Source: an optimization exercise on an open RTL-to-GDS flow (aim: small area and a short achievable clock period). Production flows keep margins and buffers that such runs may drop.
Only simulation tests tie the RTL to the original design; equivalence was not proved.
Power figures rest on the tool's default switching activity, not on a simulated workload.

job 101:
Design hw_cn119652311a_alu, start of the top module:
module hw_cn119652311a_alu (
    input         clk,
    input         rst_n,
    input         wr_en,
    input         rd_en,
    input  [11:0] addr,
    input  [31:0] wr_data,
    output [31:0] rd_data,
    output reg    irq
);
    function [1:0] f_inc;
        input [1:0] x;
        case (x)
            2'b00: f_inc = 2'b01;
            2'b01: f_inc = 2'b10;
            default: f_inc = 2'b00;
        endcase
    endfunction
    function [1:0] f_dec;
        input [1:0] x;
        case (x)
            2'b00: f_dec = 2'b10;
            2'b10: f_dec = 2'b01;
            default: f_dec = 2'b00;
        endcase
    endfunction
    function [1:0] f_tsum;
        input [1:0] x, y;
        case (x)
            2'b00: f_tsum = y;
            2'b01: f_tsum = f_inc(y);
            default: f_tsum = f_dec(y);
        endcase
    endfunction
    function f_carry;
        input [1:0] x, y;
        f_carry = (x == 2'b10 && (y == 2'b01 || y == 2'b10)) ||
                  (y == 2'b10 && (x == 2'b01 || x == 2'b10));
    endfunction
    reg [31:0] vdd_ctrl, vth_cfg, gate_op;
    reg [31:0] operand_a, operand_b, operand_c, operand_d;
    reg [31:0] alu_cmd, approx_cfg, comp_mode, irq_enable;
    reg [1:0]  gate_result;
    reg        irq_status;
    reg [23:0] wide_result;   
    reg [6:0]  alu_small;     
    reg        alu_wide;      
    wire [1:0] a0 = operand_a[1:0];
    wire [1:0] b0 = operand_b[1:0];
    wire [1:0] c0 = operand_c[1:0];
    wire [1:0] tsum_ab  = f_tsum(a0, b0);
    wire       carry_ab = f_carry(a0, b0);
  ...
clock: 10.0 ns
lec_check: 0
abc_area: 1
cap_margin: 20
core_margin: 2
core_utilization: 50
cts_cluster_diameter: 100
cts_cluster_size: 26
setup_slack_margin: 4.6
slew_margin: 20
synth_hierarchical: 1
run.sh (not shown) runs the stock make flow with config.mk's settings and CLKGATE_MAP_FILE= SYNTH_SCRIPT=/design/flow/synth_recipe.tcl, a recipe that flattens the netlist after the stock synthesis.
Job 101: done, clean on timing, DRC and antenna
## Diff of input files: job 102 against job 101
--- a/flow/design.v
+++ b/flow/design.v
@@ -37,21 +37,20 @@
         f_carry = (x == 2'b10 && (y == 2'b01 || y == 2'b10)) ||
                   (y == 2'b10 && (x == 2'b01 || x == 2'b10));
     endfunction
     reg [31:0] vdd_ctrl, vth_cfg, gate_op;
     reg [31:0] operand_a, operand_b, operand_c, operand_d;
     reg [31:0] alu_cmd, approx_cfg, comp_mode, irq_enable;
     reg [1:0]  gate_result;
     reg        irq_status;
     reg [23:0] wide_result;   
     reg [6:0]  alu_small;     
-    reg        alu_wide;      
     wire [1:0] a0 = operand_a[1:0];
     wire [1:0] b0 = operand_b[1:0];
     wire [1:0] c0 = operand_c[1:0];
     wire [1:0] tsum_ab  = f_tsum(a0, b0);
     wire       carry_ab = f_carry(a0, b0);
     wire [1:0] tfa_sum  = f_tsum(tsum_ab, c0);
     wire       tfa_cy   = carry_ab | f_carry(tsum_ab, c0);
     wire [1:0] tmul_p;
     assign tmul_p[0] = (a0 == 2'b01 && b0 == 2'b01) || (a0 == 2'b10 && b0 == 2'b10);
     assign tmul_p[1] = (a0 == 2'b01 && b0 == 2'b10) || (a0 == 2'b10 && b0 == 2'b01);
@@ -345,53 +344,52 @@
             operand_d   <= 32'h0;
             alu_cmd     <= 32'h0;
             approx_cfg  <= 32'h0;
             comp_mode   <= 32'h0;
             irq_enable  <= 32'h0;
             gate_result <= 2'b0;
             irq_status  <= 1'b0;
             irq         <= 1'b0;
             wide_result <= 24'h0;
             alu_small   <= 7'h0;
-            alu_wide    <= 1'b0;
         end else begin
             if (we_vdd)  vdd_ctrl   <= wr_data;
             if (we_vth)  vth_cfg    <= wr_data;
             if (we_a)    operand_a  <= wr_data;
             if (we_b)    operand_b  <= wr_data;
             if (we_c)    operand_c  <= wr_data;
             if (we_d)    operand_d  <= wr_data;
             if (we_apx)  approx_cfg <= wr_data;
             if (we_comp) comp_mode  <= wr_data;
             if (we_ien)  irq_enable <= wr_data;
             if (we_gate) begin
                 gate_op     <= wr_data;
                 gate_result <= gate_res;
             end
             if (we_cmd) begin
                 alu_cmd  <= wr_data;
-                alu_wide <= (wr_data[3:0] == 4'd7);
                 if (wr_data[3:0] == 4'd7)
                     wide_result <= mul6;
                 else
                     alu_small <= small_res;
             end
             if (we_cmd && irq_enable[0])
                 irq_status <= 1'b1;
             else if (we_iclr && wr_data[0])
                 irq_status <= 1'b0;
             if (!irq_status)
                 irq <= 1'b0;
             else if (we_cmd && irq_enable[0])
                 irq <= 1'b1;
         end
     end
+    wire alu_wide = (alu_cmd[3:0] == 4'd7);
     wire [23:0] alu_res = alu_wide ? {8'b0, wide_result} : {17'b0, alu_small};
     hw_rdmux u_rdmux (
         .rd_en(rd_en), .addr(addr),
         .vdd_ctrl(vdd_ctrl), .vth_cfg(vth_cfg), .gate_op(gate_op), .gate_result(gate_result),
         .operand_a(operand_a), .operand_b(operand_b), .operand_c(operand_c), .operand_d(operand_d),
         .alu_cmd(alu_cmd), .alu_res(alu_res), .wide_result(wide_result),
         .approx_cfg(approx_cfg), .comp_mode(comp_mode), .irq_status(irq_status), .irq_enable(irq_enable),
         .rd_data(rd_data));
 endmodule
 module hw_rdmux (
[summary]
- Summary — non-clock buffer count, job 102 relative to job 101: higher, by 1.
- Per the comparison of job 102 with job 101, portion of the clock cycle consumed by the worst path in the final layout went up 0.78 points, wire length of the first global-routing pass down 4400 um, proportion of power drawn by combinational gates neither gained nor lost much, setup slack now smaller.
- Of job 102 and job 101, the lower met2 track utilization from global routing belongs to job 102.
- Max total vias in the final route across job 102 and job 101: job 101
- Job 102 against job 101: number of non-filler instances in the completed layout barely changed, area overhead of the layout relative to synthesis dropped 0.60 points, largest fanout on the critical path climbed 1.
- Job 102: cell area after layout lower than job 101
- Job 102 vs. job 101: buffer share of cell area now sits higher, largest voltage drop on the vdd net now sits lower.

==> static timing again, ports no longer ideal <==
Ports are ideal in the flow. The routed layouts listed here were re-timed in OpenROAD.
Step 1 assumes that a clkbuf_16 drives the clock port and a buf_2 every other input.
Step 2 also shifts input and output timing later by t, the mid clock arrival at the registers, as if the neighbouring blocks saw the same clock.
a / b / c = ideal ports / drivers / drivers and shift; a / b = the first two.
| run | t (ns) | setup slack, ns | worst setup path at the end |
|---|---|---|---|
| job 101 | 0.615 | 4.332 / 4.290 / 4.290 | input to output |
| job 102 | 0.598 | 4.253 / 4.221 / 4.221 | input to output |
After both steps setup and hold are still met in every run listed. For job 101, which loses most, drivers alone change the setup slack by -0.042 ns; drivers and shift together by -0.042 ns.
